What follows belongs to an exercise in optimizing a design on an open flow for small area and a short achievable clock period; a production flow would make more cautious choices. At most, simulation tests tie the RTL to the original design; equivalence was not proved. For runs 4 and 5, only the layout was checked, not whether the RTL still works. Power and IR drop assume default switching activity. The clock port is modelled as an ideal driver; clocking choices that lean on that would not hold on a real chip.

$ cat flow/config.mk
export PLATFORM = sky130hd
export DESIGN_NAME = shaping_v5
export DESIGN_NICKNAME = shaping_v5
export VERILOG_FILES = /design/flow/design.v
export SDC_FILE = /design/flow/constraint.sdc
export NUM_CORES = 4
export LEC_CHECK = 0
export CAP_MARGIN = 20
export CORE_MARGIN = 2
export CORE_UTILIZATION = 55
export CTS_BUF_LIST = sky130_fd_sc_hd__clkbuf_16
export CTS_CLUSTER_DIAMETER = 110
export CTS_CLUSTER_SIZE = 30
export SLEW_MARGIN = 20
$ cat flow/constraint.sdc
create_clock -name core_clock -period 11.0 [get_ports {clk}]
set_input_delay 2.2000 -clock core_clock [delete_from_list [all_inputs] [get_ports {clk}]]
set_output_delay 2.2000 -clock core_clock [all_outputs]
set_load 0.01 [all_outputs]
$ cat flow/design.v
`timescale 1ns / 1ps
module shaping_v5(
inp,shapedout,conf,clk,count,rst
    ,r1,r2);
    input [13:0] inp;
    input [11:0] conf;
    input clk;
    input rst;
    output [13:0] shapedout;
    output [11:0] count;
    output r1;
    output r2;
    parameter k = 100;
    parameter l = 200;
    localparam N = k+l+k+1;           
    wire [4:0] tau = conf[4:0];
    wire [4:0] m3  = conf[9:5];
    wire [1:0] sel = conf[11:10];
    reg [11:0] cnt;
    reg rst1;
    reg rst2;      
    reg rst2d;     
    reg [14*N-1:0] dline;
    reg signed [15:0] temp3;
    reg signed [22:0] acc4;
    reg signed [15:0] q3;
    reg signed [22:0] tmpS;
    reg signed [15:0] tmpT;
    reg signed [44:0] temp6;
    reg [13:0] temp7;
    always @(posedge clk) begin
        if (rst)
            cnt <= 12'h001;
        else if (|cnt)
            cnt <= cnt + 1'b1;
        else
            cnt <= 12'h000;
    end
    always @(posedge clk) begin
        rst1  <= rst | (rst1 & (cnt < k+l+k+1));
        rst2  <= rst | rst1;
        rst2d <= rst2;
    end
    always @(posedge clk)
        dline <= {dline[14*(N-1)-1:0], inp};
    wire signed [15:0] d0   = {{2{dline[13]}}, dline[13:0]};
    wire signed [15:0] dk   = {{2{dline[14*k+13]}}, dline[14*k+:14]};
    wire signed [15:0] dkl  = {{2{dline[14*(k+l)+13]}}, dline[14*(k+l)+:14]};
    wire signed [15:0] dklk = {{2{dline[14*(k+l+k)+13]}}, dline[14*(k+l+k)+:14]};
    wire signed [23:0] w4 = {acc4, 1'b0};
    wire signed [23:0] w4s = w4 >>> tau;
    wire signed [22:0] temp5 = tmpS + {{7{tmpT[15]}}, tmpT};
    always @(posedge clk)
        q3 <= dklk - dk - dkl;
    always @(posedge clk) begin
        if (rst2 | rst2d) begin
            temp3 <= 16'sd0;
            acc4  <= 23'sd0;
        end else begin
            temp3 <= d0 + q3;
            acc4  <= acc4 + {{7{d0[15]}}, d0} + {{7{q3[15]}}, q3};
        end
    end
    always @(posedge clk) begin
        if (rst2) begin
            tmpS  <= 23'sd0;
            tmpT  <= 16'sd0;
            temp6 <= 45'sd0;
        end else begin
            if (tau == 5'd0)
                tmpS <= acc4;
            else if (tau == 5'd31)
                tmpS <= 23'sd0;
            else
                tmpS <= w4s[22:0];
            tmpT  <= (tau == 5'd0) ? 16'sd0 : temp3;
            temp6 <= temp6 + {{22{tmpS[22]}}, tmpS} + {{29{tmpT[15]}}, tmpT};
        end
    end
    wire signed [13:0] inps = inp;
    reg signed [44:0] vsrc;
    always @(*)
        case (sel)
        2'd0: vsrc = inps;
        2'd1: vsrc = temp3;
        2'd2: vsrc = temp5;
        default: vsrc = temp6;
        endcase
    wire signed [44:0] vsh = vsrc >>> m3;
    always @(posedge clk) begin
        if (rst2)
            temp7 <= 14'd0;
        else
            temp7 <= vsh[13:0];
    end
    assign shapedout = temp7;
    assign count = cnt;
    assign r1 = rst1;
    assign r2 = rst2;
endmodule
$ cat flow/flow/run.sh
#!/bin/bash
# Standard synthesis, then the standard layout with a larger setup margin for
# timing repair and no dummy loads in clock tree synthesis (the clock period
# and constraints are unchanged).
set -euo pipefail
bash standard.sh synth > synth.log 2>&1
bash standard.sh SETUP_SLACK_MARGIN=7.35 \
  "CTS_ARGS=-sink_clustering_enable -repair_clock_nets -sink_clustering_size 30 -sink_clustering_max_diameter 110 -buf_list sky130_fd_sc_hd__clkbuf_16 -dont_use_dummy_load" \
  finish > layout.log 2>&1
$ cat flow/standard.sh
#!/bin/bash
# synth_recipe.tcl (not shown) runs the flow's synth.tcl, then flattens the netlist and writes it again
# the make line also repeats each setting of config.mk as NAME=value (left out here)
make -C /OpenROAD-flow-scripts/flow DESIGN_CONFIG=/design/flow/config.mk WORK_HOME=/design/flow/orfs CLKGATE_MAP_FILE= SYNTH_SCRIPT=/design/flow/synth_recipe.tcl "${@:-finish}"
==> results of run 1 <==
[layer usage]
metal,vias up,wire length (um),GRT usage [%]
met5,-,8,0
met2,503,67400,20.4
li1,24393,-,-
met4,2,4200,3.89
met3,261,5700,2.54
met1,22869,93100,22.9
[state kept, by name, summed over array words and instances (netlist names)]
register / flops
temp3: 16
temp6: 45
rst2: 1
tmpT: 16
rst1: 1
temp7: 14
cnt: 12
dline: 5614
acc4: 23
tmpS: 23
rst2d: 1
q3: 16
[kinds of logic (layout without fill, tap and decap cells)]
group	after synthesis	after routing
buf+inv	178	475
compound gates	504	504
xor+xnor	94	94
simple gates	605	606
flops	5782	5782
mux	128	128
other cells	0	6
fa+ha+maj	206	206
[stage by stage]
step | total power, uW | utilization (%) | hold slack, ps | std cells
2_1_floorplan | 21700 | - | 310 | 7497
3_3_place_gp | 21800 | 57.1 | 310 | 10536
3_5_place_dp | 21800 | 57.1 | 312 | 10537
4_1_cts | 30700 | 60.1 | 234 | 10817
5_1_grt | 31500 | 60.4 | 249 | 10840
6_report | 30300 | 60.4 | 241 | 10844
[where the power goes]
group          switching, uW  internal (uW)  total (uW)
sequential              42.0          21100       21100
combinational            147            114         261
clock                   5500           3470        8970
[cell usage in the layout, fill, tap and decap left out, types with 72 or more instances in the layout]
cell	count
clkbuf_16	213
nand2_1	133
inv_1	91
fa_1	81
ha_1	105
o21ai_0	77
nor2_1	202
buf_4	72
a21oi_1	113
dfxtp_1	5721
[worst max-delay path, stage by stage]
cell	delay (ps)
buf_8	110
buf_12	150
inv_16	80
nand2_8	90
or4_4	440
o2111ai_4	140
nor2_1	60
mux4_2	560
or3_1	340
o311ai_1	90
a21oi_1	70
[layout make-up]
cell class	instances	area, um2	area share (%)
clock buffer	213	5330	3.80
timing repair buffer	161	1710	1.22
inverter	101	423	0.302
tap	3043	3810	2.72
sequential	5782	116000	82.7
antenna	6	15.0	0.0107
multi-input combinational	1538	13000	9.30
[path summary, 6_finish.rpt]
check             start         end  slack [ps]
max            conf[10]    temp7[3]        7280
min reg2reg  dline[398]  dline[412]         240
min          dline[398]  dline[412]         240
max reg2reg     tmpS[1]   temp6[41]        7310
[repair_timing]
item,in CTS,in global routing
hold endpoints to repair,0,0
cloned,5,1
resized for setup,326,128
setup endpoints to repair,115,54
buffers inserted,62,20
pin swaps,38,48
==> impl_metrics.toml, run 1 <==
[run_status]
status = "no timing/DRC/antenna violations"

[route]
viasPerCell = 4.43
routed_wl_um = 170000
antenna_left = 0
vias = 48028
wl_per_cell_um = 15.7
firstDrtPassIters = 5
drt_iter0_drc = 2355
drc_errors = 0

[sta]
finalWorstPathRequiredPeriod_ps = 3720
fin_skew_ps = 98.9
fmax_ghz = 0.269
slew_viol_final = 0
tightestPinTransition_ps = 879
setup_viol = 0
finalHoldViolCount = 0
setup_tns_ps = 0
finalWorstSetupSlack_ps = 7280
final.period_utilization_pct = 33.8
rsz0062_at_grt = "true"
maxSlewHeadroom_pct = 41.4

[global_route]
grt_pass1_vias = 48208
grt_pass1_wl_um = 273000
track_usage_pct = 14.5
grt_antenna_before_repair = 6
overflow = 0
grt_max_degree = 56

[cells_and_area]
final_layout_size_suffix_gt1_share_pct = 8.35
nNetsFinal = 8031
synthToLayoutAreaGrowth_pct = 9.25
fill_cells = 17106
design_area_um2 = 140000

[clock_network]
h-tree-depth = 4
postCtsHoldBufs = 0
cts.sinks = 5782
path_clk_slew_ps = 110
cts_tree = "yes"
root_buffer = "clkbuf_16"
clock_path_buffers = 3
cts_buffers = 213
insertion_delay_ps = 860

[placement]
dp_slack_ps = 5370
gp_congestion = 0.773
dp_hpwl_um = 98900
place_area_um2 = 133000
io_buffers = 55

[flow_run]
cap_violations = 0

[power_and_ir_drop]
p_leak_uw = 0.0564
power.density_nw_per_um2 = 216
ir_drop_v = 0.000180

[floorplan]
die_area_um2 = 237000
io_pins = 56
floorplan.rows = 177
die_y_um = 487
core-area_um2 = 232000
start_util_pct = 55.2
die_w_um = 487

[min_path]
whs_path_depth = 0
hold_class = "reg2reg"

[yosys]
synth-xor-area-share_pct = 0.641
syn_area_per_cell_um2 = 17.1
synth-main-ff-cell = "dfxtp_1"
synth-simple-area-share_pct = 2.21
synth_top_area_cell = "dfxtp_1"
synth.area.top_cells = "dfxtp_1, fa_1, ha_1, nor2_1, mux2i_1"
syn_inst = 7497
async_flop_share_pct = 0
synth-edff-count = 0
synthTopCellsByCount = "dfxtp_1, nor2_1, nand2_1, a21oi_1, ha_1"
synth_adder_area_share_pct = 2.50
syn-cell-area_um2 = 128000
syn-num-nets = 7731
synth_most_common_cell = "dfxtp_1"
synth_top_family_by_area = "compound AO/OA/AOI/OAI gates"
synth_compound_area_share_pct = 2.61
ys_ff_latch = 5782
ys_types = 83
synthMuxAreaShare_pct = 1.31
synth_top_area_share_pct = 90.2
yosysSeqAreaShare_pct = 90.2
yosys_warnings = 1

[critical_path]
worstPathRequired_ps = 11630
critPathArrivalTime_ps = 4340
rr_worst_depth = 14
crit_path_end_kind = "register"
path_class = "in2reg"
critPathLaunchType = "primary input"
cp_max_fo = 15
==> run 2, diff against run 1 <==
==> flow/flow/run.sh (replaced) <==
#!/bin/bash
# Standard synthesis, then the standard layout with a larger setup margin for
# timing repair and no dummy loads in clock tree synthesis (the clock period
# and constraints are unchanged).
set -euo pipefail
bash standard.sh synth > synth.log 2>&1
bash standard.sh SETUP_SLACK_MARGIN=7.6 \
  "CTS_ARGS=-sink_clustering_enable -repair_clock_nets -sink_clustering_size 34 -sink_clustering_max_diameter 110 -buf_list sky130_fd_sc_hd__clkbuf_16 -dont_use_dummy_load" \
  finish > layout.log 2>&1
--- a/flow/config.mk
+++ b/flow/config.mk
@@ -11,4 +11,4 @@
 export CTS_BUF_LIST = sky130_fd_sc_hd__clkbuf_16
 export CTS_CLUSTER_DIAMETER = 110
-export CTS_CLUSTER_SIZE = 30
+export CTS_CLUSTER_SIZE = 34
 export SLEW_MARGIN = 20
==> run 2 against run 1 <==
Net effect:
- critical path type unchanged
- first-iteration DRC count is 6.3% higher
- non-clock buffer count rose by 42
- still clean
- register-to-register slack improved by 40 ps
- flip-flop and latch count did not move
==> impl_metrics.toml, run 2 <==
[yosys]
async_flop_share_pct = 0
syn_area_per_cell_um2 = 17.1
yosys_warnings = 1
syn-cell-area_um2 = 128000
synth_top_area_share_pct = 90.2
synth_most_common_cell = "dfxtp_1"
synth_top_family_by_area = "compound AO/OA/AOI/OAI gates"
synth-xor-area-share_pct = 0.641
yosysSeqAreaShare_pct = 90.2
syn_inst = 7497
synth-simple-area-share_pct = 2.21
synth-edff-count = 0
syn-num-nets = 7731
ys_types = 83
ys_ff_latch = 5782
synth_compound_area_share_pct = 2.61
synthTopCellsByCount = "dfxtp_1, nor2_1, nand2_1, a21oi_1, ha_1"
synthMuxAreaShare_pct = 1.31
synth_adder_area_share_pct = 2.50
synth_top_area_cell = "dfxtp_1"
synth-main-ff-cell = "dfxtp_1"
synth.area.top_cells = "dfxtp_1, fa_1, ha_1, nor2_1, mux2i_1"

[floorplan]
die_y_um = 487
io_pins = 56
core-area_um2 = 232000
die_w_um = 487
start_util_pct = 55.2
floorplan.rows = 177
die_area_um2 = 237000

[cells_and_area]
layout_common_cells = "dfxtp_1, nor2_1, clkbuf_16, nand2_1, a21oi_1"
fill_cells = 17200
synthToLayoutAreaGrowth_pct = 9.60
top_register = "dline"
layout_commonest_cell = "dfxtp_1"
largestRegisters = "dline x5614, temp6 x45"
multi_input_area_um2 = 13500
final_layout_size_suffix_gt1_share_pct = 9.32
seq_area_um2 = 116000
nNetsFinal = 8055
largest_register_ffs = 5614

[global_route]
grt_max_degree = 57
grt_pass1_wl_um = 271000
track_usage_pct = 14.4
grt_pass1_vias = 47993
overflow = 0
grt_antenna_before_repair = 7

[sta]
tightestPinTransition_ps = 760
finalWorstSetupSlack_ps = 7220
finalWorstPathRequiredPeriod_ps = 3780
rsz0062_at_grt = "true"
setup_viol = 0
fmax_ghz = 0.265
finalHoldViolCount = 0
maxSlewHeadroom_pct = 49.3
setup_tns_ps = 0
final.period_utilization_pct = 34.4
fin_skew_ps = 128
slew_viol_final = 0

[clock_network]
path_clk_slew_ps = 110
clock_path_buffers = 3
cts_tree = "yes"
h-tree-depth = 4
insertion_delay_ps = 890
cts_buffers = 194
root_buffer = "clkbuf_16"
cts.sinks = 5782

[power_and_ir_drop]
ir_drop_v = 0.000170
p_leak_uw = 0.0564
power.density_nw_per_um2 = 213

[run_status]
status = "no timing/DRC/antenna violations"

[min_path]
hold_class = "reg2reg"

[critical_path]
critPathLaunchType = "primary input"
worstPathRequired_ps = 11760
path_class = "in2reg"
crit_path_end_kind = "register"
cp_max_fo = 10
critPathArrivalTime_ps = 4540

[placement]
dp_slack_ps = 5230
dp_hpwl_um = 97200
gp_congestion = 0.804
io_buffers = 55

[route]
viasPerCell = 4.44
vias = 48207
drt_iter0_drc = 2503
drc_errors = 0
routed_wl_um = 171000
wl_per_cell_um = 15.7
firstDrtPassIters = 5
antenna_left = 0

[flow_run]
cap_violations = 0
-- run 2: final timing paths --
path | start | to | slack [ps] | cells past startpoint
worst max-delay path | conf[10] | temp7[2] | 7220 | 12
worst min-delay path | dline[31] | dline[45] | 250 | 0
worst max register to register | tmpS[3] | temp7[2] | 7350 | 13
worst min register to register | dline[31] | dline[45] | 250 | 0
-- run 2: final cells by class --
cell class              instances  area share [%]
flip-flops and latches       5782            82.4
multi-input cells            1539            9.56
clock buffers                 194            3.45
well taps                    3043            2.71
repair buffers                203            1.58
inverters                     101           0.296
diodes                          4         0.00712
-- run 2: logic make-up (layout without fill, tap and decap cells) --
kind of cell / Yosys count / in the layout
compound gates: 504 / 504
xor+xnor: 94 / 94
fa+ha+maj: 206 / 206
buf+inv: 178 / 498
flops: 5782 / 5782
mux: 128 / 128
other cells: 0 / 4
simple gates: 605 / 607
-- run 2: per-stage QoR --
stage	std cells	hold slack (ps)	instance area, um2	utilization [%]	power, uW
after CTS	10824	238	140000	60.2	30300
after global routing	10864	226	141000	60.5	31100
after global placement	10536	310	133000	57.1	21800
final	10866	247	141000	60.5	30000
after floorplan	7497	310	129000	-	21700
after detailed placement	10536	312	133000	57.1	21800
-- run 2: routing by layer --
metal	track usage (%)	vias up	wire, um
met3	2.44	270	5260
met4	4.03	0	4200
met1	23.0	23056	94500
met2	20.1	471	66800
li1	-	24410	-
met5	0	-	0
-- run 2: timing repair --
item,in CTS,in global routing
hold endpoints to repair,0,0
gates cloned,8,3
resized for setup,482,106
setup endpoints to repair,126,96
setup buffers,86,35
pin swaps,74,64
hold buffers,0,0
-- run 2: worst max-delay path, cell delays in order --
cell and delay, ps:
buf_12 100, buf_12 140, buf_6 130, buf_8 110, buf_4 150, nand2_8 120
o22ai_1 90, or3_4 370, mux4_2 580, a21oi_2 200, o221ai_2 100, o21ba_2 240
-- run 2: power breakdown --
group	switching (uW)	leakage, uW	internal (uW)	total (uW)
Clock	5450	0.00239	3190	8640
Sequential	42.3	0.0469	21100	21100
Combinational	159	0.00718	126	285
==> run 3, diff against run 2 <==
==> flow/flow/run.sh (replaced) <==
#!/bin/bash
# Standard synthesis, then the standard layout with a larger setup margin for
# timing repair (the clock period and constraints are unchanged).
set -euo pipefail
bash standard.sh synth > synth.log 2>&1
bash standard.sh SETUP_SLACK_MARGIN=7.6 finish > layout.log 2>&1
--- a/flow/config.mk
+++ b/flow/config.mk
@@ -10,5 +10,5 @@
 export CORE_UTILIZATION = 55
 export CTS_BUF_LIST = sky130_fd_sc_hd__clkbuf_16
-export CTS_CLUSTER_DIAMETER = 110
-export CTS_CLUSTER_SIZE = 34
+export CTS_CLUSTER_DIAMETER = 60
+export CTS_CLUSTER_SIZE = 30
 export SLEW_MARGIN = 20
==> run 3 against run 2 <==
Net effect:
- via count grew 1.3%
- critical path type unchanged
- count of clock-buffer cells in the layout increased by 41
- setup slack improved by 61 ps
- critical endpoint is now temp7[3]
- wire length rose by 1.0%
- critical path depth shrank 1
- sequential share of layout area is 1.4 points lower
- first-iteration DRC count down 3.0%
==> impl_metrics.toml, run 3 <==
[global_route]
grt_pass1_vias = 48679
track_usage_pct = 14.5
grt_max_degree = 57
grt_antenna_before_repair = 7
overflow = 0
grt_pass1_wl_um = 273000

[route]
drc_errors = 0
drt_iter0_drc = 2427
routed_wl_um = 172000
viasPerCell = 4.45
vias = 48853
firstDrtPassIters = 5
wl_per_cell_um = 15.7
antenna_left = 0

[critical_path]
worstPathRequired_ps = 11650
critPathLaunch = "conf[10]"
rr_worst_depth = 14
cp_cell_sequence = "buf_12 > buf_12 > buf_8 > a21o_4 > or3_1 > mux2_4 > and2_4 > a21o_4 > a2bb2oi_4 > o311ai_4 > a21oi_2"
critPathLaunchType = "primary input"
critPathMaxStageDelay_ps = 330
path_class = "in2reg"
r2r_start = "temp6[1]"
cpMaxStageDelayCell = "o311ai_4"
crit_path_end_kind = "register"
cp_max_fo = 5
critPathArrivalTime_ps = 4360

[yosys]
syn-cell-area_um2 = 128000
synth_most_common_cell = "dfxtp_1"
syn_inst = 7497
syn-num-nets = 7731
yosysSeqAreaShare_pct = 90.2
synth.area.top_cells = "dfxtp_1, fa_1, ha_1, nor2_1, mux2i_1"
synth_top_area_cell = "dfxtp_1"
synth_top_area_share_pct = 90.2
syn_area_per_cell_um2 = 17.1
synth-edff-count = 0
ys_types = 83
ys_ff_latch = 5782
yosys_warnings = 1
synthTopCellsByCount = "dfxtp_1, nor2_1, nand2_1, a21oi_1, ha_1"
async_flop_share_pct = 0
synth-main-ff-cell = "dfxtp_1"

[clock_network]
cts_buffers = 234
path_clk_slew_ps = 100
clock_path_buffers = 3
cts_tree = "yes"
insertion_delay_ps = 860
postCtsHoldBufs = 0
cts.sinks = 5782
h-tree-depth = 4
root_buffer = "clkbuf_16"

[power_and_ir_drop]
ir_drop_v = 0.000185
power.density_nw_per_um2 = 220
p_leak_uw = 0.0576

[sta]
fin_skew_ps = 91.6
final.period_utilization_pct = 33.8
slew_viol_final = 0
fmax_ghz = 0.269
setup_viol = 0
maxSlewHeadroom_pct = 48.4
tightestPinTransition_ps = 773
rsz0062_at_grt = "true"
setup_tns_ps = 0
finalHoldViolCount = 0
finalWorstSetupSlack_ps = 7280
finalWorstPathRequiredPeriod_ps = 3720

[cells_and_area]
layout_common_cells = "dfxtp_1, clkbuf_16, nor2_1, nand2_1, buf_4"
largest_register_ffs = 5614
final_layout_size_suffix_gt1_share_pct = 10.9
largestRegisters = "dline x5614, temp6 x45"
synthToLayoutAreaGrowth_pct = 11.5
top_register = "dline"
layout_commonest_cell = "dfxtp_1"
fill_cells = 17017
nNetsFinal = 8109

[placement]
gp_congestion = 0.804
dp_hpwl_um = 97200
io_buffers = 55
dp_slack_ps = 5230

[floorplan]
start_util_pct = 55.2
core-area_um2 = 232000
floorplan.rows = 177
die_area_um2 = 237000
die_w_um = 487
io_pins = 56
die_y_um = 487

[min_path]
hold_class = "reg2reg"
whs_path_depth = 0
hold_start = "dline[1098]"

[run_status]
status = "no timing/DRC/antenna violations"

[flow_run]
cap_violations = 0
## run 3: cell counts after synthesis
Identical to the previous run, type by type.
## run 3: metrics by stage
stage	power [uW]	instance area [um2]	utilization, %	std cells	hold slack (ps)
after floorplan	21700	129000	-	7497	310
after CTS	31800	142000	61.1	10929	264
after global placement	21800	133000	57.1	10536	310
after detailed placement	21800	133000	57.1	10536	312
after global routing	32600	143000	61.6	10984	275
final	31500	143000	61.6	10986	280
## run 3: repair_timing
action / 4_1_cts / 5_1_grt
endpoints found under the setup margin: 127 / 86
gates resized for setup: 475 / 154
buffers inserted: 82 / 50
gates cloned: 10 / 4
pin swaps: 77 / 89
## run 3: critical path: cells and delay by family
family          cells  cell delay, ps
compound gates      5            1010
mux                 1             300
simple gates        2             480
buf+inv             3             370
## run 3: final cells by class
type	count	area, um2	share of cell area, %
antenna	3	7.51	0.00525
clock buffer	235	5880	4.11
inverter	101	435	0.304
sequential	5782	116000	81.0
clock inverter	66	1140	0.795
multi-input combinational	1540	13600	9.49
tap	3043	3810	2.66
timing repair buffer	216	2300	1.60
## run 3: cells by family (layout without fill, tap and decap cells)
family / count (synthesis) / after routing / synth area share [%]
other cells: 0 / 3 / 0
simple gates: 605 / 608 / 2.21
flops: 5782 / 5782 / 90.2
compound gates: 504 / 504 / 2.61
mux: 128 / 128 / 1.31
buf+inv: 178 / 618 / 0.537
fa+ha+maj: 206 / 206 / 2.50
xor+xnor: 94 / 94 / 0.641
## run 3: worst paths after layout
| path | end | slack [ps] |
|---|---|---|
| hold / removal | dline[1112] | 280 |
| setup / recovery | temp7[3] | 7280 |
| hold reg to reg | dline[1112] | 280 |
| setup reg to reg | temp6[41] | 7310 |
## run 3: power by group
group / internal (uW) / switching (uW) / total (uW)
sequential: 21000 / 42.6 / 21100
clock: 4140 / 5960 / 10100
combinational: 127 / 164 / 291
## run 3: layer usage
layer  up-vias  global-route usage, %  routed length (um)
li1      24622                      -                   -
met1     23375                   23.0               93900
met2       584                   20.3               68300
met3       272                   2.55                6330
met4         0                   3.90                3960
met5         -                      0                   0
==> run 4, diff against run 3 <==
--- a/flow/design.v
+++ b/flow/design.v
@@ -63,18 +63,17 @@
     end
     always @(posedge clk) begin
-        if (rst2) begin
-            tmpS  <= 23'sd0;
-            tmpT  <= 16'sd0;
+        if (tau == 5'd0)
+            tmpS <= acc4;
+        else if (tau == 5'd31)
+            tmpS <= 23'sd0;
+        else
+            tmpS <= w4s[22:0];
+        tmpT <= (tau == 5'd0) ? 16'sd0 : temp3;
+    end
+    always @(posedge clk) begin
+        if (rst2)
             temp6 <= 45'sd0;
-        end else begin
-            if (tau == 5'd0)
-                tmpS <= acc4;
-            else if (tau == 5'd31)
-                tmpS <= 23'sd0;
-            else
-                tmpS <= w4s[22:0];
-            tmpT  <= (tau == 5'd0) ? 16'sd0 : temp3;
+        else
             temp6 <= temp6 + {{22{tmpS[22]}}, tmpS} + {{29{tmpT[15]}}, tmpT};
-        end
     end
     wire signed [13:0] inps = inp;
==> flow/flow/run.sh (replaced) <==
#!/bin/bash
# Standard synthesis, then the standard layout with a larger setup margin for
# timing repair and no dummy loads in clock tree synthesis (the clock period
# and constraints are unchanged).
set -euo pipefail
bash standard.sh synth > synth.log 2>&1
bash standard.sh SETUP_SLACK_MARGIN=7.6 \
  "CTS_ARGS=-sink_clustering_enable -repair_clock_nets -sink_clustering_size 30 -sink_clustering_max_diameter 110 -buf_list sky130_fd_sc_hd__clkbuf_16 -dont_use_dummy_load" \
  finish > layout.log 2>&1
--- a/flow/config.mk
+++ b/flow/config.mk
@@ -10,5 +10,5 @@
 export CORE_UTILIZATION = 55
 export CTS_BUF_LIST = sky130_fd_sc_hd__clkbuf_16
-export CTS_CLUSTER_DIAMETER = 60
+export CTS_CLUSTER_DIAMETER = 110
 export CTS_CLUSTER_SIZE = 30
 export SLEW_MARGIN = 20
==> run 4 against run 3 <==
Net effect:
- register-to-register slack improved by 60 ps
- global-route usage down 0.11 points
- critical path type unchanged
- first-iteration DRC count is 2.5% higher
- synthesized cell count up 0.33%
- design area is 1.0% lower
- total power fell by 3.3%
- fmax is 5.5% lower
- sequential share of layout area rose by 0.84 points
==> impl_metrics.toml, run 4 <==
[cells_and_area]
largest_register_ffs = 5614
nNetsFinal = 8107
top_register = "dline"
utilization_pct = 60.9
layout_common_cells = "dfxtp_1, clkbuf_16, nor2_1, nand2_1, buf_4"
synthToLayoutAreaGrowth_pct = 10.0
layout_commonest_cell = "dfxtp_1"
fill_cells = 17073
final_layout_size_suffix_gt1_share_pct = 10.3
largestRegisters = "dline x5614, temp6 x45"

[route]
firstDrtPassIters = 5
routed_wl_um = 171000
drc_errors = 0
wl_per_cell_um = 15.6
vias = 48601
drt_iter0_drc = 2488
antenna_left = 0
viasPerCell = 4.45

[flow_run]
cap_violations = 0

[global_route]
grt_antenna_before_repair = 9
grt_max_degree = 65
overflow = 0
track_usage_pct = 14.4
grt_pass1_wl_um = 272000
grt_pass1_vias = 48205

[yosys]
synthTopCellsByCount = "dfxtp_1, nor2_1, nand2_1, a21oi_1, ha_1"
yosys_warnings = 1
synth_top_area_share_pct = 89.9
yosysSeqAreaShare_pct = 89.9
ys_types = 100
syn-num-nets = 7756
ys_ff_latch = 5782
synth-edff-count = 0
syn_inst = 7522
async_flop_share_pct = 0
synth.area.top_cells = "dfxtp_1, fa_1, ha_1, nor2_1, a21oi_1"
synth-main-ff-cell = "dfxtp_1"
synth_most_common_cell = "dfxtp_1"
syn-cell-area_um2 = 129000
syn_area_per_cell_um2 = 17.1
synth_top_area_cell = "dfxtp_1"

[sta]
finalHoldViolCount = 0
final.period_utilization_pct = 35.8
setup_tns_ps = 0
finalWorstPathRequiredPeriod_ps = 3930
slew_viol_final = 0
rsz0062_at_grt = "true"
setup_viol = 0
maxSlewHeadroom_pct = 38.1
fmax_ghz = 0.254
tightestPinTransition_ps = 929
fin_skew_ps = 106

[critical_path]
cp_max_fo = 6
worstPathRequired_ps = 11650
r2r-end = "temp6[43]"
crit_path_end_kind = "register"
r2r_start = "temp6[1]"
r2r_slack_ps = 7370
path_class = "in2reg"
critPathArrivalTime_ps = 4580
cpMaxStageDelayCell = "or4b_4"
crit_cells = 11
critPathLaunchType = "primary input"
rr_worst_depth = 14
critPathMaxStageDelay_ps = 530
critPathBufInv = 3
critPathTopFamily = "simple AND/OR/NAND/NOR gates"
cp_cell_sequence = "buf_12 > buf_12 > a21o_4 > buf_4 > or3_4 > a211oi_4 > a211oi_4 > and2_4 > or4b_4 > a31oi_1 > o211ai_1"

[power_and_ir_drop]
p_leak_uw = 0.0568
pwr-share-comb_pct = 1.1
p_int_uw = 24700
power.density_nw_per_um2 = 215
switching_share_pct = 18.9
power.switching_uw = 5740
ir_drop_v = 0.000163
pwr-share-clk_pct = 29.5
p_seq_share_pct = 69.4

[clock_network]
insertion_delay_ps = 870
cts_buffers = 214
path_clk_slew_ps = 100
root_buffer = "clkbuf_16"
cts_tree = "yes"
cts.sinks = 5782
h-tree-depth = 4
clock_path_buffers = 3

[floorplan]
die_y_um = 488
die_w_um = 488
io_pins = 56
start_util_pct = 55.3
core-area_um2 = 233000
floorplan.rows = 177
die_area_um2 = 238000

[min_path]
hold_start = "dline[385]"
whs_endpoint = "dline[399]"
whs_path_depth = 0
hold_class = "reg2reg"

[placement]
dp_hpwl_um = 98200
io_buffers = 55
gp_congestion = 0.793

[run_status]
status = "no timing/DRC/antenna violations"
[run 4: cell count changes after synthesis, moves of 13 or more]
cell | previous run | this run
a22oi_1 | 17 | 0
and2_1 | 30 | 15
mux2i_1 | 67 | 54
nor2_1 | 209 | 193
nor2b_1 | 17 | 36
o21ai_1 | 0 | 13
[run 4: cells by family after synthesis]
family                     share of synthesized area [%]
DFF                                                 89.9
and+or+nand+nor                                     2.25
AOI/OAI and AO/OA                                   3.06
adders and majority gates                           2.49
buffers and inverters                              0.543
muxes                                               1.16
xor gates and xnor gates                           0.558
[run 4: worst max-delay path by stage]
stage,from,end,slack [ps]
6_report,conf[10],temp7[2],7070
5_1_grt,conf[11],temp7[7],7040
2_1_floorplan,conf[11],temp7[2],6710
3_3_place_gp,conf[10],temp7[3],5120
3_5_place_dp,conf[10],temp7[3],5160
4_1_cts,conf[11],temp7[7],7290
[run 4: metal layers]
metal	vias to the layer above	share of wire, %	track usage [%]
met3	270	2.9	2.35
met4	2	2.4	3.65
met5	-	0.0076	0
met1	23209	55	22.9
li1	24658	-	-
met2	462	39	20.2
[run 4: through the flow]
stage / hold WS, ps / total power (uW) / area, um2 / setup WS [ps] / instances
3_3_place_gp: 310 / 21800 / 133000 / 5120 / 10548
6_report: 240 / 30400 / 142000 / 7070 / 10917
2_1_floorplan: 310 / 21700 / 129000 / 6710 / 7522
3_5_place_dp: 312 / 21800 / 133000 / 5160 / 10548
5_1_grt: 238 / 31600 / 142000 / 7040 / 10915
4_1_cts: 223 / 30800 / 141000 / 7290 / 10869
[run 4: final cells by class]
cell class | instances | area [um2] | area share [%]
timing repair buffer | 221 | 2330 | 1.65
tap | 3043 | 3810 | 2.69
inverter | 91 | 375 | 0.265
timing repair inverter | 2 | 16.3 | 0.0115
antenna | 3 | 7.51 | 0.00530
multi-input combinational | 1561 | 13800 | 9.73
clock buffer | 214 | 5360 | 3.78
sequential | 5782 | 116000 | 81.9
[run 4: power by group through the flow]
stage | logic (uW) | clock network, uW | registers, uW
finish | 337 | 8990 | 21100
global route | 363 | 10100 | 21100
CTS | 321 | 9360 | 21100
detailed placement | 248 | 0 | 21600
global placement | 249 | 0 | 21600
floorplan | 174 | 0 | 21600
[run 4: repair_timing]
action | 4_1_cts | 5_1_grt
cloned | 8 | 2
pin swaps | 86 | 89
hold buffers | 0 | 0
setup buffers | 99 | 43
endpoints found under the setup margin | 121 | 82
gates resized for setup | 494 | 112
[run 4: worst register-to-register path, stage by stage, from the launching register on]
cell and delay, ps:
dfxtp_2 340, fa_1 580, ha_4 160, inv_2 40, fa_2 360, nor2b_4 200
o2111ai_4 150, nand3_2 120, a221o_1 240, a31oi_4 160, o21ai_4 280, a31o_4 230
a31oi_4 140, o21ai_1 170, or3b_1 350
==> run 5, diff against run 4 <==
--- a/flow/design.v
+++ b/flow/design.v
@@ -20,4 +20,5 @@
     reg rst1;
     reg rst2;      
+    reg rst7;      
     reg rst2d;     
     reg [14*N-1:0] dline;
@@ -39,6 +40,7 @@
     always @(posedge clk) begin
         rst1  <= rst | (rst1 & (cnt < k+l+k+1));
-        rst2  <= rst | rst1;
-        rst2d <= rst2;
+        rst2  <= rst | (rst1 & (cnt < k+l+k+2));
+        rst7  <= rst | (rst1 & (cnt < k+l+k+7));
+        rst2d <= rst7;
     end
     always @(posedge clk)
@@ -54,5 +56,5 @@
         q3 <= dklk - dk - dkl;
     always @(posedge clk) begin
-        if (rst2 | rst2d) begin
+        if (rst7 | rst2d) begin
             temp3 <= 16'sd0;
             acc4  <= 23'sd0;
@@ -63,17 +65,18 @@
     end
     always @(posedge clk) begin
-        if (tau == 5'd0)
-            tmpS <= acc4;
-        else if (tau == 5'd31)
-            tmpS <= 23'sd0;
-        else
-            tmpS <= w4s[22:0];
-        tmpT <= (tau == 5'd0) ? 16'sd0 : temp3;
-    end
-    always @(posedge clk) begin
-        if (rst2)
+        if (rst7) begin
+            tmpS  <= 23'sd0;
+            tmpT  <= 16'sd0;
             temp6 <= 45'sd0;
-        else
+        end else begin
+            if (tau == 5'd0)
+                tmpS <= acc4;
+            else if (tau == 5'd31)
+                tmpS <= 23'sd0;
+            else
+                tmpS <= w4s[22:0];
+            tmpT  <= (tau == 5'd0) ? 16'sd0 : temp3;
             temp6 <= temp6 + {{22{tmpS[22]}}, tmpS} + {{29{tmpT[15]}}, tmpT};
+        end
     end
     wire signed [13:0] inps = inp;
@@ -88,5 +91,5 @@
     wire signed [44:0] vsh = vsrc >>> m3;
     always @(posedge clk) begin
-        if (rst2)
+        if (rst7)
             temp7 <= 14'd0;
         else
==> run 5 against run 4 <==
Net effect:
- highest routed layer unchanged
- first-iteration DRC count decreased by 9.0%
- via count down 0.19%
- still clean
- synthesized area down 0.19%
- register-to-register slack got worse by 460 ps
- total power about the same
- clock power about the same
- critical endpoint is now temp6[43]
- utilization barely moved
- synthesized cell count is 0.41% lower
- critical path depth increased by 4
- flip-flop and latch count grew 1
- clock skew increased by 20 ps
- design area decreased by 0.12%
==> impl_metrics.toml, run 5 <==
[floorplan]
die_area_um2 = 237000
die_y_um = 487
die_w_um = 487
io_pins = 56
core-area_um2 = 232000
floorplan.rows = 177
start_util_pct = 55.3

[cells_and_area]
largestRegisters = "dline x5614, temp6 x45"
layout_commonest_cell = "dfxtp_1"
layout_common_cells = "dfxtp_1, clkbuf_16, nor2_1, nand2_1, a21oi_1"
nNetsFinal = 8066
top_register = "dline"
largest_register_ffs = 5614
utilization_pct = 60.9
final_layout_size_suffix_gt1_share_pct = 9.92
synthToLayoutAreaGrowth_pct = 10.1

[sta]
maxSlewHeadroom_pct = 41.4
setup_viol = 0
final.period_utilization_pct = 37.2
finalWorstPathRequiredPeriod_ps = 4090
fin_skew_ps = 126
tightestPinTransition_ps = 873
finalHoldViolCount = 0
setup_tns_ps = 0
fmax_ghz = 0.244
rsz0062_at_grt = "true"
slew_viol_final = 0

[route]
dr.max_layer_used = "met5"
drc_errors = 0
vias = 48507
routed_wl_um = 178000
viasPerCell = 4.46
firstDrtPassIters = 5
wl_met1_um = 91800
dr_wl_met3_um = 5730
drt_iter0_drc = 2264
wl_per_cell_um = 16.4
wl_met2_um = 74600
antenna_left = 0

[min_path]
hold_class = "reg2reg"

[yosys]
synth-simple-area-share_pct = 2.03
synth_compound_area_share_pct = 2.81
synth_top_area_share_pct = 90.1
yosys_warnings = 1
synth-main-ff-cell = "dfxtp_1"
syn_area_per_cell_um2 = 17.1
ys_types = 88
synth-edff-count = 0
synth.area.top_cells = "dfxtp_1, fa_1, ha_1, nor2_1, mux2i_1"
syn_inst = 7491
synthMuxAreaShare_pct = 1.35
synth_most_common_cell = "dfxtp_1"
syn-cell-area_um2 = 128000
synthTopCellsByCount = "dfxtp_1, nor2_1, a21oi_1, nand2_1, ha_1"
ys_ff_latch = 5783
syn-num-nets = 7725
synth_adder_area_share_pct = 2.50
async_flop_share_pct = 0
synth-xor-area-share_pct = 0.641
synth_top_area_cell = "dfxtp_1"
synth_top_family_by_area = "compound AO/OA/AOI/OAI gates"
yosysSeqAreaShare_pct = 90.1

[critical_path]
path_class = "reg2reg"
worstPathRequired_ps = 11700
cp_max_fo = 3
critPathArrivalTime_ps = 4790
crit_path_end_kind = "register"
cp_cell_sequence = "fa_1 > ha_4 > inv_2 > fa_2 > and2b_2 > o31a_1 > buf_6 > o2111ai_4 > a211oi_4 > o22ai_4 > o31ai_4 > o41ai_4 > o41a_1 > o21ai_2 > mux2_4"
critPathMaxStageDelay_ps = 580
critPathLaunchType = "register"
cpMaxStageDelayCell = "fa_1"

[global_route]
grt_max_degree = 49
overflow = 0
grt_antenna_before_repair = 6
track_usage_pct = 15.1
grt_pass1_wl_um = 281000
grt_pass1_vias = 49332

[clock_network]
cts_buffers = 215
insertion_delay_ps = 890
root_buffer = "clkbuf_16"
cts.sinks = 5783
clock_path_buffers = 3
h-tree-depth = 4
postCtsHoldBufs = 0
cts_tree = "yes"
path_clk_slew_ps = 100

[power_and_ir_drop]
p_leak_uw = 0.0569
fin_total_pwr_uw = 30400
power.density_nw_per_um2 = 215
ir_drop_v = 0.000177

[placement]
gp_congestion = 0.778
dp_hpwl_um = 104000
io_buffers = 55

[flow_run]
cap_violations = 0

[run_status]
status = "no timing/DRC/antenna violations"
[run 5: per-layer routing]
metal  track usage (%)  up-vias
met3              2.57      325
met4              5.21        2
met5                 0        -
met2              22.6      524
li1                  -    24426
met1              22.2    23230
[run 5: timing repair]
item	4_1_cts	5_1_grt
resized for setup	486	113
gates cloned	13	0
pin swaps	86	60
buffers inserted	96	27
setup endpoints to repair	115	92
[run 5: path summary, 6_finish.rpt]
path | cells past startpoint | from | end | slack, ps
setup / recovery | 15 | temp6[1] | temp6[43] | 6910
hold / removal | 0 | dline[4029] | dline[4043] | 210
setup reg to reg | 15 | temp6[1] | temp6[43] | 6910
hold reg to reg | 0 | dline[4029] | dline[4043] | 210
[run 5: kinds of logic after synthesis]
| group | after synthesis |
|---|---|
| AO/OA/AOI/OAI | 529 |
| XOR/XNOR | 94 |
| adder cells (fa/ha/maj) | 206 |
| buffers and inverters | 185 |
| flip-flops | 5783 |
| multiplexers | 134 |
| AND/OR/NAND/NOR | 560 |
[run 5: area by class of cell]
| class | instances | area, um2 |
|---|---|---|
| clock buffers | 215 | 5380 |
| well taps | 3043 | 3810 |
| fillers | 17100 | 90900 |
| repair buffers | 211 | 2340 |
| diodes | 2 | 5.00 |
| inverters | 97 | 383 |
| flip-flops and latches | 5783 | 116000 |
| multi-input cells | 1524 | 13600 |
[run 5: power breakdown]
group	internal, uW	switching (uW)
combinational	132	164
clock	3500	5510
sequential	21100	42.7
total	24700	5710
[run 5: metrics by stage]
stage	worst slack, ps	std cells	hold WS (ps)	cell area, um2
2_1_floorplan	6820	7491	310	129000
3_3_place_gp	5340	10522	310	133000
3_5_place_dp	5390	10522	312	133000
4_1_cts	6940	10846	189	141000
5_1_grt	6820	10874	220	141000
6_report	6910	10875	210	141000
[run 5: worst max-delay path: cells and delay by family, from the launching register on]
| family | cells | cell delay [ps] |
|---|---|---|
| compound gates | 8 | 1860 |
| fa+ha+maj | 3 | 1040 |
| flops | 1 | 360 |
| mux | 1 | 310 |
| simple gates | 1 | 250 |
| buf+inv | 2 | 170 |
==> run 6, diff against run 5 <==
--- a/flow/design.v
+++ b/flow/design.v
@@ -20,5 +20,4 @@
     reg rst1;
     reg rst2;      
-    reg rst7;      
     reg rst2d;     
     reg [14*N-1:0] dline;
@@ -28,5 +27,7 @@
     reg signed [22:0] tmpS;
     reg signed [15:0] tmpT;
-    reg signed [44:0] temp6;
+    reg [22:0] t6lo;
+    reg [21:0] t6hi;
+    reg signed [1:0] c6;
     reg [13:0] temp7;
     always @(posedge clk) begin
@@ -40,7 +41,6 @@
     always @(posedge clk) begin
         rst1  <= rst | (rst1 & (cnt < k+l+k+1));
-        rst2  <= rst | (rst1 & (cnt < k+l+k+2));
-        rst7  <= rst | (rst1 & (cnt < k+l+k+7));
-        rst2d <= rst7;
+        rst2  <= rst | rst1;
+        rst2d <= rst2;
     end
     always @(posedge clk)
@@ -53,8 +53,11 @@
     wire signed [23:0] w4s = w4 >>> tau;
     wire signed [22:0] temp5 = tmpS + {{7{tmpT[15]}}, tmpT};
+    wire [24:0] lo_sum = {2'b00, t6lo} + {{2{tmpS[22]}}, tmpS} + {{9{tmpT[15]}}, tmpT};
+    wire [21:0] t6hi_now = t6hi + {{20{c6[1]}}, c6};
+    wire signed [44:0] temp6 = {t6hi_now, t6lo};
     always @(posedge clk)
         q3 <= dklk - dk - dkl;
     always @(posedge clk) begin
-        if (rst7 | rst2d) begin
+        if (rst2 | rst2d) begin
             temp3 <= 16'sd0;
             acc4  <= 23'sd0;
@@ -65,8 +68,10 @@
     end
     always @(posedge clk) begin
-        if (rst7) begin
+        if (rst2) begin
             tmpS  <= 23'sd0;
             tmpT  <= 16'sd0;
-            temp6 <= 45'sd0;
+            t6lo  <= 23'd0;
+            t6hi  <= 22'd0;
+            c6    <= 2'sd0;
         end else begin
             if (tau == 5'd0)
@@ -77,5 +82,7 @@
                 tmpS <= w4s[22:0];
             tmpT  <= (tau == 5'd0) ? 16'sd0 : temp3;
-            temp6 <= temp6 + {{22{tmpS[22]}}, tmpS} + {{29{tmpT[15]}}, tmpT};
+            t6lo  <= lo_sum[22:0];
+            t6hi  <= t6hi_now;
+            c6    <= lo_sum[24:23];
         end
     end
@@ -91,5 +98,5 @@
     wire signed [44:0] vsh = vsrc >>> m3;
     always @(posedge clk) begin
-        if (rst7)
+        if (rst2)
             temp7 <= 14'd0;
         else
--- a/flow/flow/run.sh
+++ b/flow/flow/run.sh
@@ -5,5 +5,5 @@
 set -euo pipefail
 bash standard.sh synth > synth.log 2>&1
-bash standard.sh SETUP_SLACK_MARGIN=7.6 \
+bash standard.sh SETUP_SLACK_MARGIN=7.35 \
   "CTS_ARGS=-sink_clustering_enable -repair_clock_nets -sink_clustering_size 30 -sink_clustering_max_diameter 110 -buf_list sky130_fd_sc_hd__clkbuf_16 -dont_use_dummy_load" \
   finish > layout.log 2>&1
==> run 6 against run 5 <==
Net effect:
- flip-flop and latch count grew 1
- clock power barely moved
- die area is 0.18% lower
- still clean on timing, DRC and antenna
- critical path type is now in2reg
- utilization shrank 0.57 points
- wire length fell by 4.1%
- register-to-register slack better by 520 ps
- global-route usage is 0.58 points lower
- via count is 0.85% lower
==> impl_metrics.toml, run 6 <==
[yosys]
synthTopCellsByCount = "dfxtp_1, nor2_1, ha_1, o21ai_0, nand2_1"
ys_ff_latch = 5784
syn-cell-area_um2 = 128000
synth-main-ff-cell = "dfxtp_1"
synth_most_common_cell = "dfxtp_1"
async_flop_share_pct = 0
synth_top_area_cell = "dfxtp_1"
yosys_warnings = 1
syn-num-nets = 7719
synth-edff-count = 0
syn_inst = 7503
ys_types = 98
yosysSeqAreaShare_pct = 90.3
synth.area.top_cells = "dfxtp_1, ha_1, fa_1, nor2_1, o21ai_0"
synth_top_area_share_pct = 90.3
syn_area_per_cell_um2 = 17.1

[global_route]
globalRouteMet3Util_pct = 2.66
overflow = 0
grt_max_degree = 55
grt_antenna_before_repair = 5
track_usage_pct = 14.5
busiest_layer = "met1"
grt_pass1_wl_um = 273000
grtUsageMet2_pct = 20.3
use_met1_pct = 22.8
grt_pass1_vias = 48326

[critical_path]
critPathMaxStageDelay_ps = 530
cpMaxStageDelayCell = "mux4_2"
critPathLaunchType = "primary input"
crit_path_end_kind = "register"
crit_path_frequent_cell = "mux4_2"
worstPathRequired_ps = 11650
critPathArrivalTime_ps = 4360
cp_cell_sequence = "clkdlybuf4s50_1 > inv_1 > mux4_2 > mux4_2 > nand2_2 > a31oi_2 > a2111oi_2"
cp_max_fo = 4
path_class = "in2reg"

[cells_and_area]
synthToLayoutAreaGrowth_pct = 9.25
final_layout_size_suffix_gt1_share_pct = 8.25
layout_commonest_cell = "dfxtp_1"
design_area_um2 = 140000
top_register = "dline"
layout_common_cells = "dfxtp_1, clkbuf_16, nor2_1, ha_1, nand2_1"
largest_register_ffs = 5614
nNetsFinal = 7999
stdcell_count = 10826

[min_path]
hold_class = "reg2reg"

[route]
routed_wl_um = 171000
wl_per_cell_um = 15.8
firstDrtPassIters = 5
viasPerCell = 4.44
drc_errors = 0
antenna_left = 0
vias = 48095
drt_iter0_drc = 2080

[placement]
place_area_um2 = 132000
place_inst = 10530
gp_congestion = 0.775
dp_hpwl_um = 99000
io_buffers = 55

[floorplan]
floorplan.rows = 177
die_y_um = 487
io_pins = 56
start_util_pct = 55.2
die_area_um2 = 237000
die_w_um = 487
core-area_um2 = 232000

[clock_network]
root_buffer = "clkbuf_16"
cts_tree = "yes"
clock_path_buffers = 3
cts.sinks = 5784
h-tree-depth = 4
path_clk_slew_ps = 100
insertion_delay_ps = 900
cts_buffers = 215
postCtsHoldBufs = 0

[run_status]
status = "no timing/DRC/antenna violations"

[sta]
fmax_ghz = 0.269
finalHoldViolCount = 0
tightestPinTransition_ps = 891
finalWorstPathRequiredPeriod_ps = 3710
slew_viol_final = 0
setup_tns_ps = 0
holdWs_ps = 230
final.period_utilization_pct = 33.7
fin_skew_ps = 108
setup_viol = 0
maxSlewHeadroom_pct = 40.0
rsz0062_at_grt = "true"

[power_and_ir_drop]
p_leak_uw = 0.0558
fin_total_pwr_uw = 30400
power.density_nw_per_um2 = 217
ir_drop_v = 0.000176

[flow_run]
cap_violations = 0
-- run 6: area by class of cell --
cell class	instances	area [um2]
multi-input cells	1530	12900
repair inverters	1	5.00
repair buffers	152	1690
diodes	2	5.00
flip-flops and latches	5784	116000
inverters	99	410
fillers	17122	92200
clock buffers	215	5380
well taps	3043	3810
-- run 6: metrics by stage --
stage / worst slack, ps / utilization (%)
3_3_place_gp: 5340 / 57.0
6_report: 7290 / 60.3
4_1_cts: 7350 / 59.9
5_1_grt: 7240 / 60.3
2_1_floorplan: 7090 / -
3_5_place_dp: 5330 / 57.0
-- run 6: final timing paths --
| path | slack (ps) | endpoint | depth (start not counted) | from |
|---|---|---|---|---|
| min | 230 | dline[3716] | 0 | dline[3702] |
| min reg2reg | 230 | dline[3716] | 0 | dline[3702] |
| max | 7290 | temp7[7] | 7 | inp[8] |
| max reg2reg | 7430 | temp7[7] | 10 | c6[1] |
-- run 6: metal layers --
metal	routed length [um]	up-vias	share of wire, %
li1	-	24403	-
met1	92500	22887	54
met2	67200	517	39
met3	6490	288	3.8
met4	4820	0	2.8
met5	0	-	0
-- run 6: where the power goes --
part           switching, uW  internal, uW  leakage (uW)
Clock                   5500          3500       0.00265
Sequential              40.5         21100        0.0469
Combinational            153           109       0.00627
Total                   5690         24700        0.0558
-- run 6: kinds of logic (layout without fill, tap and decap cells) --
group | count (synthesis) | count (layout) | share of synthesized area [%]
AO/OA/AOI/OAI | 551 | 552 | 3.03
AND/OR/NAND/NOR | 598 | 598 | 2.24
buffers and inverters | 190 | 467 | 0.571
other | 0 | 2 | 0
multiplexers | 101 | 101 | 1.02
XOR/XNOR | 91 | 91 | 0.627
adder cells (fa/ha/maj) | 188 | 188 | 2.21
flip-flops | 5784 | 5784 | 90.3
-- run 6: repair_timing --
action | CTS | global route
pin swaps | 32 | 56
cloned | 10 | 1
buffers inserted | 44 | 24
hold endpoints to repair | 0 | 0
resized for setup | 288 | 150
setup endpoints to repair | 94 | 48
-- run 6: worst max-delay path, delay by kind of cell --
kind            cells  cell delay, ps
mux                 2            1040
buf+inv             2             550
compound gates      2             450
simple gates        1             130
==> run 7, diff against run 6 <==
--- a/flow/flow/run.sh
+++ b/flow/flow/run.sh
@@ -5,5 +5,5 @@
 set -euo pipefail
 bash standard.sh synth > synth.log 2>&1
-bash standard.sh SETUP_SLACK_MARGIN=7.35 \
+bash standard.sh SETUP_SLACK_MARGIN=7.6 \
   "CTS_ARGS=-sink_clustering_enable -repair_clock_nets -sink_clustering_size 30 -sink_clustering_max_diameter 110 -buf_list sky130_fd_sc_hd__clkbuf_16 -dont_use_dummy_load" \
   finish > layout.log 2>&1
==> run 7 against run 6 <==
Net effect:
- still clean
- sequential power barely moved
- die area did not move
- sequential share of layout area fell by 0.79 points
- synthesized area did not move
- synthesized cell count did not move
- design area rose by 1.0%
- clock skew rose by 5.8 ps
- count of clock-buffer cells in the layout did not move
- worst hold slack improved by 9.8 ps
- setup slack got worse by 26 ps
- flip-flop and latch count did not move
- cell count rose by 0.73%
- largest cell class unchanged
==> impl_metrics.toml, run 7 <==
[global_route]
track_usage_pct = 14.7
busiest_layer = "met1"
use_met1_pct = 22.6
globalRouteMet3Util_pct = 2.71
grt_antenna_before_repair = 6
grtUsageMet2_pct = 20.6
grt_pass1_wl_um = 275000
grt_max_degree = 52
grt_pass1_vias = 48667
overflow = 0

[power_and_ir_drop]
pwr-share-comb_pct = 1.0
p_int_uw = 24700
pwr-share-clk_pct = 29.7
power.density_nw_per_um2 = 215
p_seq_share_pct = 69.3
ir_drop_v = 0.000190
p_leak_uw = 0.0564
power.switching_uw = 5730
switching_share_pct = 18.8

[sta]
finalHoldViolCount = 0
setup_viol = 0
holdWs_ps = 239
slew_viol_final = 0
rsz0062_at_grt = "true"
tightestPinTransition_ps = 875
maxSlewHeadroom_pct = 41.0
fmax_ghz = 0.268
finalWorstPathRequiredPeriod_ps = 3740
final.period_utilization_pct = 34.0
setup_tns_ps = 0
fin_skew_ps = 114

[critical_path]
critPathLaunchType = "primary input"
path_class = "in2reg"
worstPathRequired_ps = 11680
crit_path_end_kind = "register"
critPathBufInv = 4
critPathArrivalTime_ps = 4420
cpMaxStageDelayCell = "nor4b_4"
critPathTopFamily = "simple AND/OR/NAND/NOR gates"
cp_cell_sequence = "buf_12 > buf_12 > buf_8 > nor2b_4 > buf_12 > nand3b_1 > mux2i_2 > or2_4 > o221a_1 > a211oi_4 > nor4b_4 > a311o_1"
crit_path_frequent_cell = "buf_12"
critPathMaxStageDelay_ps = 400
cp_max_fo = 7

[clock_network]
cts.sinks = 5784
cts_buffers = 215
root_buffer = "clkbuf_16"
path_clk_slew_ps = 100
clock_path_buffers = 3
h-tree-depth = 4
cts_tree = "yes"
insertion_delay_ps = 880
postCtsHoldBufs = 0

[route]
firstDrtPassIters = 5
antenna_left = 0
drc_errors = 0
vias = 48708
wl_per_cell_um = 15.9
viasPerCell = 4.47
routed_wl_um = 173000
drt_iter0_drc = 2227

[placement]
dp_hpwl_um = 97500
place_area_um2 = 133000
place_inst = 10531
gp_congestion = 0.782
io_buffers = 55

[yosys]
ys_ff_latch = 5784
synth_top_area_cell = "dfxtp_1"
syn-num-nets = 7719
yosys_warnings = 1
ys_types = 98
syn-cell-area_um2 = 128000
synth-main-ff-cell = "dfxtp_1"
synth_top_area_share_pct = 90.3
synthTopCellsByCount = "dfxtp_1, nor2_1, ha_1, o21ai_0, nand2_1"
synth_most_common_cell = "dfxtp_1"
synth-edff-count = 0
syn_area_per_cell_um2 = 17.1
synth.area.top_cells = "dfxtp_1, ha_1, fa_1, nor2_1, o21ai_0"
async_flop_share_pct = 0
syn_inst = 7503
yosysSeqAreaShare_pct = 90.3

[min_path]
hold_class = "reg2reg"

[flow_run]
cap_violations = 0

[floorplan]
die_area_um2 = 237000
die_y_um = 487
io_pins = 56
die_w_um = 487
start_util_pct = 55.2
floorplan.rows = 177
core-area_um2 = 232000

[cells_and_area]
design_area_um2 = 142000
layout_common_cells = "dfxtp_1, clkbuf_16, nor2_1, buf_4, nand2_1"
nNetsFinal = 8077
final_layout_size_suffix_gt1_share_pct = 10.3
layout_commonest_cell = "dfxtp_1"
synthToLayoutAreaGrowth_pct = 10.3
top_register = "dline"
largest_register_ffs = 5614
stdcell_count = 10905

[run_status]
status = "no timing/DRC/antenna violations"
[run 7: cell counts after synthesis]
Identical to the previous run, type by type.
[run 7: routing by layer]
metal | routed length (um) | vias up
li1 | - | 24561
met1 | 92800 | 23340
met2 | 68900 | 495
met3 | 6300 | 312
met4 | 5250 | 0
met5 | 0 | -
[run 7: path summary, 6_finish.rpt]
path | startpoint | end | slack (ps) | depth (start not counted)
setup reg to reg | tmpS[1] | c6[0] | 7430 | 15
hold / removal | dline[19] | dline[33] | 240 | 0
setup / recovery | conf[10] | temp7[0] | 7260 | 12
hold reg to reg | dline[19] | dline[33] | 240 | 0
[run 7: power by group through the flow]
| stage | logic (uW) | clock network [uW] | registers (uW) |
|---|---|---|---|
| finish | 305 | 9020 | 21100 |
| detailed placement | 207 | 0 | 21600 |
| global route | 326 | 10100 | 21100 |
| floorplan | 142 | 0 | 21600 |
| global placement | 209 | 0 | 21600 |
| CTS | 292 | 9370 | 21100 |
[run 7: through the flow]
stage	worst slack (ps)	total power, uW	utilization, %
final	7260	30400	60.9
after CTS	7330	30800	60.6
after floorplan	7090	21700	-
after detailed placement	5430	21800	57.0
after global routing	7270	31500	60.9
after global placement	5430	21800	57.0
[run 7: kinds of logic (layout without fill, tap and decap cells)]
family | Yosys count | after routing | synth area share [%]
and+or+nand+nor | 598 | 600 | 2.24
AOI/OAI and AO/OA | 551 | 551 | 3.03
other | 0 | 3 | 0
xor gates and xnor gates | 91 | 91 | 0.627
adders and majority gates | 188 | 188 | 2.21
buffers and inverters | 190 | 544 | 0.571
DFF | 5784 | 5784 | 90.3
muxes | 101 | 101 | 1.02
[run 7: timing repair]
action / CTS / global route
pin swaps: 111 / 71
gates cloned: 17 / 0
gates resized for setup: 533 / 112
endpoints found under the setup margin: 105 / 81
setup buffers: 105 / 34
[run 7: cell type report]
| class | count | area (um2) |
|---|---|---|
| flip-flops and latches | 5784 | 116000 |
| fillers | 17052 | 90800 |
| multi-input cells | 1531 | 13400 |
| clock buffers | 215 | 5380 |
| well taps | 3043 | 3810 |
| repair buffers | 229 | 2510 |
| inverters | 99 | 420 |
| repair inverters | 1 | 7.51 |
| diodes | 3 | 7.51 |
==> run 8, diff against run 7 <==
==> flow/flow/run.sh (replaced) <==
#!/bin/bash
# Standard synthesis, then the standard layout with: a larger setup margin
# for timing repair, plain buffers (buf_4) on the ports instead of delay
# cells, and no dummy loads in clock tree synthesis. The clock period and
# constraints are unchanged.
set -euo pipefail
bash standard.sh synth > synth.log 2>&1
bash standard.sh SETUP_SLACK_MARGIN=7.35 \
  "BUFFER_PORTS_ARGS=-buffer_cell sky130_fd_sc_hd__buf_4" \
  "CTS_ARGS=-sink_clustering_enable -repair_clock_nets -sink_clustering_size 30 -sink_clustering_max_diameter 110 -buf_list sky130_fd_sc_hd__clkbuf_16 -dont_use_dummy_load" \
  MATCH_CELL_FOOTPRINT=0 \
  finish > layout.log 2>&1
==> run 8 against run 7 <==
Net effect:
- fmax up 3.2%
- largest cell class unchanged
- utilization down 1.0 points
- clock skew down 14 ps
- critical path depth down 2
- highest routed layer is now met5
- first-iteration DRC count up 2.7%
- wire length down 2.8%
- non-clock buffer count down 111
- worst hold slack better by 5.7 ps
- design area down 1.6%
- synthesized cell count unchanged
- sequential power about the same
- global-route usage down 0.48 points
==> impl_metrics.toml, run 8 <==
[cells_and_area]
multi_input_area_um2 = 12700
synthToLayoutAreaGrowth_pct = 8.54
fill_cells = 17350
final_layout_size_suffix_gt1_share_pct = 7.81
largest_register_ffs = 5614
nNetsFinal = 7965
top_register = "dline"
seq_area_um2 = 116000
layout_common_cells = "dfxtp_1, clkbuf_16, nor2_1, nand2_1, buf_4"
layout_commonest_cell = "dfxtp_1"

[route]
firstDrtPassIters = 5
drc_errors = 0
routed_wl_um = 168000
drt_iter0_drc = 2287
viasPerCell = 4.47
wl_per_cell_um = 15.6
vias = 48230
antenna_left = 0

[power_and_ir_drop]
p_leak_uw = 0.0555
p_int_uw = 24600
ir_drop_v = 0.000166
p_seq_share_pct = 69.6
pwr-share-clk_pct = 29.7
pwr-share-comb_pct = 0.7
power.switching_uw = 5680
fin_total_pwr_uw = 30300
power.density_nw_per_um2 = 218
switching_share_pct = 18.7

[sta]
slew_viol_final = 0
maxSlewHeadroom_pct = 35.3
tightestPinTransition_ps = 970
setup_tns_ps = 0
fin_skew_ps = 99.7
rsz0062_at_grt = "true"
final.period_utilization_pct = 32.9
setup_viol = 0
finalWorstPathRequiredPeriod_ps = 3620
finalHoldViolCount = 0
fmax_ghz = 0.276

[global_route]
grt_max_degree = 64
overflow = 0
grt_pass1_vias = 48060
grt_antenna_before_repair = 7
track_usage_pct = 14.2
grt_pass1_wl_um = 268000

[yosys]
synth-edff-count = 0
ys_types = 98
synthTopCellsByCount = "dfxtp_1, nor2_1, ha_1, o21ai_0, nand2_1"
synth-main-ff-cell = "dfxtp_1"
syn_inst = 7503
synth_most_common_cell = "dfxtp_1"
synth_top_area_cell = "dfxtp_1"
synth.area.top_cells = "dfxtp_1, ha_1, fa_1, nor2_1, o21ai_0"
async_flop_share_pct = 0
syn-cell-area_um2 = 128000
syn_area_per_cell_um2 = 17.1
yosys_warnings = 1
synth_top_area_share_pct = 90.3
ys_ff_latch = 5784
syn-num-nets = 7719
yosysSeqAreaShare_pct = 90.3

[clock_network]
cts.sinks = 5784
insertion_delay_ps = 820
path_clk_slew_ps = 100
root_buffer = "clkbuf_16"
clock_path_buffers = 3
cts_buffers = 215
h-tree-depth = 4
cts_tree = "yes"

[critical_path]
critPathArrivalTime_ps = 4300
cp_cell_sequence = "buf_16 > nand2b_4 > buf_4 > a21oi_4 > a311o_2 > o21a_2 > buf_4 > a211oi_2 > nor2_1 > o311a_1"
critPathMaxStageDelay_ps = 390
cp_max_fo = 12
worstPathRequired_ps = 11680
crit_path_frequent_cell = "buf_4"
path_class = "in2reg"
crit_path_end_kind = "register"
critPathLaunchType = "primary input"
cpMaxStageDelayCell = "a311o_2"

[floorplan]
die_area_um2 = 237000
start_util_pct = 55.2
io_pins = 56
die_w_um = 487
core-area_um2 = 232000
die_y_um = 487
floorplan.rows = 177

[placement]
io_buffers = 55
gp_congestion = 0.769
dp_hpwl_um = 97100

[min_path]
hold_class = "reg2reg"

[run_status]
status = "no timing/DRC/antenna violations"

[flow_run]
cap_violations = 0
-- run 8: cell counts after synthesis --
Identical to the previous run, type by type.
-- run 8: cell families after synthesis --
| family | Yosys count | synth area share, % |
|---|---|---|
| DFF | 5784 | 90.3 |
| adders and majority gates | 188 | 2.21 |
| buffers and inverters | 190 | 0.571 |
| muxes | 101 | 1.02 |
| AOI/OAI and AO/OA | 551 | 3.03 |
| xor gates and xnor gates | 91 | 0.627 |
| and+or+nand+nor | 598 | 2.24 |
-- run 8: area by class of cell --
type | count | area share, %
diodes | 9 | 0.0162
clock buffers | 215 | 3.87
inverters | 99 | 0.287
multi-input cells | 1531 | 9.13
flip-flops and latches | 5784 | 83.2
well taps | 3043 | 2.74
repair buffers | 118 | 0.726
-- run 8: critical path: cells and delay by family --
family | cells | cell delay (ps)
AO/OA/AOI/OAI | 5 | 1390
buffers and inverters | 3 | 420
AND/OR/NAND/NOR | 2 | 250
-- run 8: final timing paths --
path / from / to / slack, ps / depth (start not counted)
setup / recovery: conf[10] / temp7[1] / 7380 / 10
hold / removal: dline[49] / dline[63] / 240 / 0
setup reg to reg: tmpS[1] / temp7[3] / 7410 / 15
hold reg to reg: dline[49] / dline[63] / 240 / 0
-- run 8: power by group through the flow --
| stage | Sequential [uW] | Combinational [uW] | Clock (uW) |
|---|---|---|---|
| final | 21100 | 227 | 9000 |
| after detailed placement | 21600 | 205 | 0 |
| after CTS | 21100 | 213 | 9360 |
| after global routing | 21100 | 247 | 10100 |
| after global placement | 21600 | 206 | 0 |
| after floorplan | 21600 | 142 | 0 |
-- run 8: through the flow --
stage | instances | cell area (um2) | util (%) | setup WS, ps | hold WS [ps]
2_1_floorplan | 7503 | 129000 | - | 7090 | 310
3_3_place_gp | 10522 | 132000 | 57.0 | 5800 | 309
3_5_place_dp | 10522 | 132000 | 57.0 | 5840 | 312
4_1_cts | 10759 | 138000 | 59.5 | 7310 | 246
5_1_grt | 10794 | 139000 | 59.9 | 7280 | 241
6_report | 10799 | 139000 | 59.9 | 7380 | 245
-- run 8: routing by layer --
| metal | wire length [um] | vias to the layer above | GRT usage [%] | share of wire (%) |
|---|---|---|---|---|
| li1 | - | 24346 | - | - |
| met1 | 92200 | 23078 | 22.5 | 55 |
| met2 | 65900 | 505 | 19.6 | 39 |
| met3 | 5700 | 299 | 2.48 | 3.4 |
| met4 | 4640 | 2 | 4.34 | 2.8 |
| met5 | 7 | - | 0 | 0.0042 |
-- run 8: what timing repair did --
item	CTS	global route
setup buffers	22	27
hold buffers	0	0
setup endpoints to repair	48	32
gates cloned	0	4
endpoints found under the hold margin	0	0
pin swaps	17	56
gates resized for setup	101	147

## what the ideal ports hide
The results above use ideal ports. As a check the final layouts listed here were re-extracted and re-timed, cells and wires unchanged. Step 1: set_driving_cell puts a clkbuf_16 on clk and a buf_2 on each other input, an assumption about the parent block. Step 2, shift: input delay + t, output delay - t, t = (earliest + latest rising clock arrival at the registers) / 2. This alone moves slack from input paths to output paths. Slacks: no drivers / after step 1 / after step 2; pairs: no drivers / after step 1.
| run | t, ns | slack for setup (ns) | clock arrival spread, ns |
|---|---|---|---|
| run 1 | 0.908 | 7.284 / 7.314 / 6.415 | 0.138 / 0.138 |
| run 2 | 0.917 | 7.220 / 7.265 / 6.347 | 0.139 / 0.139 |
| run 3 | 0.912 | 7.281 / 7.275 / 6.408 | 0.110 / 0.110 |
| run 4 | 0.920 | 7.066 / 7.100 / 6.179 | 0.149 / 0.149 |
| run 5 | 0.904 | 6.906 / 6.906 / 6.456 | 0.168 / 0.169 |
| run 6 | 0.890 | 7.288 / 7.332 / 6.442 | 0.197 / 0.196 |
| run 7 | 0.908 | 7.262 / 7.305 / 6.397 | 0.183 / 0.183 |
| run 8 | 0.899 | 7.379 / 7.275 / 6.376 | 0.170 / 0.170 |
After both steps setup and hold are still met in every run listed. The setup slack of run 8, which loses most, moves by -0.104 ns with the drivers and by -1.003 ns with both steps.
